From an optimization exercise on the open Yosys and OpenROAD flow, aimed at small area and a short achievable clock period; shortcuts taken in it are not production practice. The RTL was checked by simulation tests, not by an equivalence proof against the original design. No activity file was given, so power comes from the tool's default toggle rates.

==> job 3346: inputs <==
// SingleCycleMIPS
module SingleCycleMIPS(
    CLK,
    RST,
    IR_addr,
    IR,
    RF_writedata,
    ReadDataMem,
    CEN,
    WEN,
    A,
    ReadData2,
    OEN
);
==> flow/config.mk <==
export PLATFORM = sky130hd
export DESIGN_NAME = SingleCycleMIPS
export DESIGN_NICKNAME = SingleCycleMIPS
export VERILOG_FILES = /design/flow/design.v
export SDC_FILE = /design/flow/constraint.sdc
export NUM_CORES = 4
export LEC_CHECK = 0
export CAP_MARGIN = 20
export CORE_MARGIN = 2
export CORE_UTILIZATION = 40
export SETUP_SLACK_MARGIN = 3
export SLEW_MARGIN = 20
export SYNTH_HIERARCHICAL = 1
==> flow/constraint.sdc <==
create_clock -name core_clock -period 11.5 [get_ports {CLK}]
set_input_delay 2.3000 -clock core_clock [delete_from_list [all_inputs] [get_ports {CLK}]]
set_output_delay 2.3000 -clock core_clock [all_outputs]
set_load 0.01 [all_outputs]
run.sh (not shown) runs the stock make flow with config.mk's settings and CLKGATE_MAP_FILE= SYNTH_SCRIPT=/design/flow/synth_recipe.tcl, a recipe that flattens the netlist after the stock synthesis.
==> job 5211: changes against job 3346 <==
Settings changed: CAP_MARGIN 20 to 10, CORE_UTILIZATION 40 to 60, CTS_BUF_LIST set to sky130_fd_sc_hd__clkbuf_8, PLACE_DENSITY set to 0.7, SETUP_SLACK_MARGIN 3 to 2.4, SLEW_MARGIN 20 to 10.
==> results.txt <==
| metric | job 3346 | job 5211 |
|---|---|---|
| Antenna violations before repair | 19 | 15 |
| Resized Gates After CTS | 735 | 316 |
| Status | no timing/DRC/antenna violations | finished with violations |
| Layout check failures | - | max-capacitance violations, max-slew violations |
| Worst-path maximum fanout | 7 | 12 |
| Hold slack final | 0.4971 ns | 0.4952 ns |
| Startpoint of the most critical register-to-register path | V[13] | V[16] |
| Maximum vdd drop | 0.1042 mV | 0.1150 mV |
| Chip height | 348.6 µm | 285.3 µm |
| Summed area of non-filler cells in the final layout | 62490 µm² | 58670 µm² |
| Core box area | 117900 µm² | 78610 µm² |
| Number of buffers inserted during clock tree synthesis | 109 | 167 |
| DRC marker count from the first detailed-route iteration | 12370 | 14430 |
| Post-route clock period utilization | 0.8109 | 0.8318 |
| Detailed-route wire length on metal 1 | 93.44 mm | 76.64 mm |
| Ratio of routed vias to standard cells | 7.690 | 8.199 |
| Combinational group share of total power | 0.142 | 0.140 |
| Max-capacitance violation count | 0 | 1 |
| Area fraction of clock buffers and clock inverters | 0.05898 | 0.06123 |
| Switching Power | 2487 µW | 2468 µW |
| Filler cell count | 10180 | 5548 |

---

==> inputs of v12 <==
Another version of the RTL of SingleCycleMIPS (not shown whole).
Settings: LEC_CHECK=0, CAP_MARGIN=20, CORE_MARGIN=2, CORE_UTILIZATION=55, PLACE_DENSITY=0.68, SETUP_SLACK_MARGIN=2.4, SLEW_MARGIN=20, SYNTH_HIERARCHICAL=1; clock period 11.5 ns.
standard.sh (not shown) runs the stock make flow with config.mk's settings and CLKGATE_MAP_FILE= SYNTH_SCRIPT=/design/flow/synth_recipe.tcl, a recipe that flattens the netlist after the stock synthesis.
==> flow/flow/run.sh <==
#!/bin/bash
# The standard layout (standard.sh), with two changes made through ORFS
# variables: the port buffers start as buf_2 (timing repair sizes up the
# critical ones), and clock tree synthesis clusters up to 24 flip-flops within
# 80 um per clkbuf_16 and inserts no dummy loads. make's full output goes to
# standard.log here; ORFS keeps each step's log under orfs/logs/.
set -euo pipefail
export BUFFER_PORTS_ARGS="-buffer_cell sky130_fd_sc_hd__buf_2"
export CTS_ARGS="-sink_clustering_enable -repair_clock_nets -dont_use_dummy_load -buf_list sky130_fd_sc_hd__clkbuf_16 -sink_clustering_size 24 -sink_clustering_max_diameter 80"
bash standard.sh > standard.log 2>&1
==> v8: changes against v12 <==
--- a/flow/design.v
+++ b/flow/design.v
@@ -79,48 +79,45 @@
     end
     rf_rbit u1 (.sn(seln1), .dn(col), .y(ReadData1[j]));
     rf_rbit u2 (.sn(seln2), .dn(col), .y(ReadData2[j]));
   end
 endgenerate
 wire    [31:0]  a = ReadData1;
 wire    [31:0]  b = ReadData2;
-wire            sub    = (fn == 4'b0010) | (fn == 4'b1010) | op_beq;
+wire            sub    = (fn == 4'b0010) | (fn == 4'b1010);
 wire            f_sum  = (fn == 4'b0000) | (fn == 4'b0010);
 wire            f_or   = (fn == 4'b0101);
 wire            f_slt  = (fn == 4'b1010);
 wire            f_and  = ~(f_sum | f_or | f_slt);
 wire            alu    = ~(op_jal | op_lw);
 wire            s_sum  = alu & f_sum;
 wire            s_or   = alu & f_or;
 wire            s_and  = alu & f_and;
 wire            s_slt  = alu & f_slt;
 wire    [31:0]  pn;             
-wire    [31:0]  gn;             
-wire    [31:0]  a_and_b = {~gn[31:1], a[0] & b[0]};
-wire    [31:0]  a_or_b  = {~(pn[31:1] & gn[31:1]), a[0] | b[0]};
-wire    [31:0]  other = ({32{s_or}}   & a_or_b) |
-                        ({32{s_and}}  & a_and_b) |
+wire    [31:0]  other = ({32{s_or}}   & (a | b)) |
+                        ({32{s_and}}  & (a & b)) |
                         ({32{op_jal}} & PC4) |
                         ({32{op_lw}}  & ReadDataMem);
 wire    [31:0]  x0, x1;
 assign x0[31:1] = ({31{s_sum}} & ~pn[31:1]) | other[31:1];
 assign x1[31:1] = ({31{s_sum}} &  pn[31:1]) | other[31:1];
 wire            b0   = ({s_sum} & ~pn[0] & ~sub) | ({s_sum} & pn[0] & sub) | other[0];
 wire            dsgn = a[31] ^ b[31];
 assign x0[0] = s_slt ? (dsgn ? a[31] : ~pn[31]) : b0;
 assign x1[0] = s_slt ? (dsgn ? a[31] :  pn[31]) : b0;
 alu_core alu_core (.a(a), .b(b), .sub(sub), .x0(x0), .x1(x1), .nx0(~x0), .nx1(~x1),
-                   .pn(pn), .gn(gn), .y(RF_writedata), .ywn(WriteDataN));
+                   .pn(pn), .y(RF_writedata), .ywn(WriteDataN));
 wire    [8:0]   ea = a[8:0] + IR[8:0];
 assign A = ea[8:2];
 wire    [16:0]  ba_lo = {1'b0, PC4[17:2]} + {1'b0, IR[15:0]};
 wire    [13:0]  ba_hi = (ba_lo[16] & ~IR[15]) ? PC4[31:18] + 14'd1 :
                         (~ba_lo[16] & IR[15]) ? PC4[31:18] - 14'd1 : PC4[31:18];
 wire    [31:0]  BranchAddr = {ba_hi, ba_lo[15:0], PC4[1:0]};
-wire            taken = op_beq & ~|pn;
+wire            taken = op_beq & (a == b);
 wire    [31:0]  PCnext = op_jr            ? a :
                          (op_j | op_jal)  ? {PC4[31:28], IR[25:0], 2'b00} :
                          taken            ? BranchAddr : PC4;
 always @(posedge CLK or posedge RST) begin
   if (RST)
     PC <= 32'd0;
   else
@@ -161,19 +158,19 @@
   for (g = 0; g < 15; g = g + 1) begin : grp
     g_o22ai u (.a1(sn[2*g+1]), .a2(dn[2*g+1]), .b1(sn[2*g+2]), .b2(dn[2*g+2]), .y(p[g]));
   end
 endgenerate
 g_nor2  u15 (.a(sn[31]), .b(dn[31]), .y(p[15]));
 assign y = |p;
 endmodule
-module alu_core(a, b, sub, x0, x1, nx0, nx1, pn, gn, y, ywn);
+module alu_core(a, b, sub, x0, x1, nx0, nx1, pn, y, ywn);
 input   [31:0]  a, b, x0, x1, nx0, nx1;
 input           sub;
-output  [31:0]  pn, gn, y, ywn;
-wire    [31:0]  bx;
+output  [31:0]  pn, y, ywn;
+wire    [31:0]  bx, gn;
 wire            G1_1;
 wire            G1_2;
 wire            P1_2;
 wire            G1_3;
 wire            P1_3;
 wire            G1_4;
 wire            P1_4;
==> flow/config.mk (replaced) <==
export PLATFORM = sky130hd
export DESIGN_NAME = SingleCycleMIPS
export DESIGN_NICKNAME = SingleCycleMIPS
export VERILOG_FILES = /design/flow/design.v
export SDC_FILE = /design/flow/constraint.sdc
export NUM_CORES = 4
export LEC_CHECK = 0
export CAP_MARGIN = 20
export CORE_MARGIN = 2
export CORE_UTILIZATION = 50
export PLACE_DENSITY = 0.65
export SETUP_SLACK_MARGIN = 2.8
export SLEW_MARGIN = 20
export SYNTH_HIERARCHICAL = 1
==> v7: changes against v12 <==
==> flow/config.mk (replaced) <==
export PLATFORM = sky130hd
export DESIGN_NAME = SingleCycleMIPS
export DESIGN_NICKNAME = SingleCycleMIPS
export VERILOG_FILES = /design/flow/design.v
export SDC_FILE = /design/flow/constraint.sdc
export NUM_CORES = 4
export LEC_CHECK = 0
export CAP_MARGIN = 20
export CORE_MARGIN = 2
export CORE_UTILIZATION = 50
export PLACE_DENSITY = 0.65
export SETUP_SLACK_MARGIN = 2.8
export SLEW_MARGIN = 20
export SYNTH_HIERARCHICAL = 1
==> notes <==
Of v8 and v12, v12 has the higher global-route usage (gap 6.3 points).
Against v7, the combinational power of v8 is higher by about 3%.
The lowest wire length belongs to v8, the highest to v7.
Against v12, the critical path depth of v7 is higher by 1.
Area after synthesis: v8 is higher than v7 (1.9%).
In v12 the via count is larger than in v8, by about 0.8%.
Die area: v12 is lower than v8 (11%).
Non-clock buffer count, lowest first: v8, v12, v7.
Fmax: v12 < v8 < v7.
Of v8 and v7, v8 has the higher sequential share of layout area (gap 0.21 points).
==> figures <==
Width of the die: v12 295 um; v7 310 um; v8 312 um
Total power after layout: v12 7320 uW; v7 7480 uW; v8 7520 uW
Power consumed by combinational cells: v12 1510 uW; v7 1600 uW; v8 1650 uW
Final Skew: v12 0.107 ns; v7 0.0964 ns; v8 0.0607 ns
Xor and xnor area share after synthesis: v12 0.0223; v7 0.0223; v8 0.0217
Static leakage power: v12 0.0220 uW; v7 0.0230 uW; v8 0.0232 uW
Worst Hold Slack: v12 0.504 ns; v7 0.503 ns; v8 0.504 ns
Antenna violations before repair: v12 33; v7 36; v8 24
Start point of the critical path: v12 IR[23]; v7 IR[23]; v8 IR[17]
First-pass GRT wire length: v12 345,000 um; v7 357,000 um; v8 346,000 um
Worst slew margin: v12 0.147; v7 0.161; v8 0.181
Areal power density over the cells: v12 131 nW/um^2; v7 127 nW/um^2; v8 129 nW/um^2
Number of iterations in the first detailed-routing pass: v12 7; v7 9; v8 7
Met3 routed wirelength: v12 41,800 um; v7 42,400 um; v8 34,700 um
Result of the run: v12 no timing/DRC/antenna violations; v7 no timing/DRC/antenna violations; v8 no timing/DRC/antenna violations
Detailed-route via count: v12 52,200; v7 51,900; v8 51,700
Unique cell type count in the Yosys netlist: v12 80; v7 80; v8 65
Multi-input combinational area share: v12 0.493; v7 0.492; v8 0.500
Clk power: v12 2040 uW; v7 2100 uW; v8 2080 uW
Area of all placed cells without fillers: v12 56,000 sq um; v7 58,700 sq um; v8 58,400 sq um
Data arrival time at the worst-slack endpoint: v12 7.09 ns; v7 6.53 ns; v8 6.59 ns

[afterwards: timing with drivers on the ports]
How much do the figures lean on ideal ports? The routed layouts below were timed once more, with nothing changed but the port constraints. Step 1 sets driving cells, clkbuf_16 on the clock port and buf_2 on the other inputs (assumed; they add their load-dependent delay and slew). Step 2 moves the port delays by t, midway between the first and last clock arrival at a register: inputs arrive t later, outputs are due t later. That takes back most of the time a late clock gives input paths. Three values: ideal, step 1, step 2; two values: the first two.
run | t (ns) | setup slack, ns | latest minus earliest clock arrival (ns)
job 3346 | 0.821 | 2.175 / 1.964 / 1.964 | 0.075 / 0.076
job 5211 | 0.958 | 1.934 / 1.897 / 1.897 | 0.077 / 0.077
v12 | 0.711 | 2.108 / 2.085 / 2.085 | 0.107 / 0.107
v8 | 0.766 | 2.610 / 2.588 / 2.588 | 0.060 / 0.061
v7 | 0.767 | 2.667 / 2.643 / 2.643 | 0.096 / 0.097
For job 3346, which loses most, drivers alone change the setup slack by -0.211 ns; drivers and shift together by -0.211 ns.
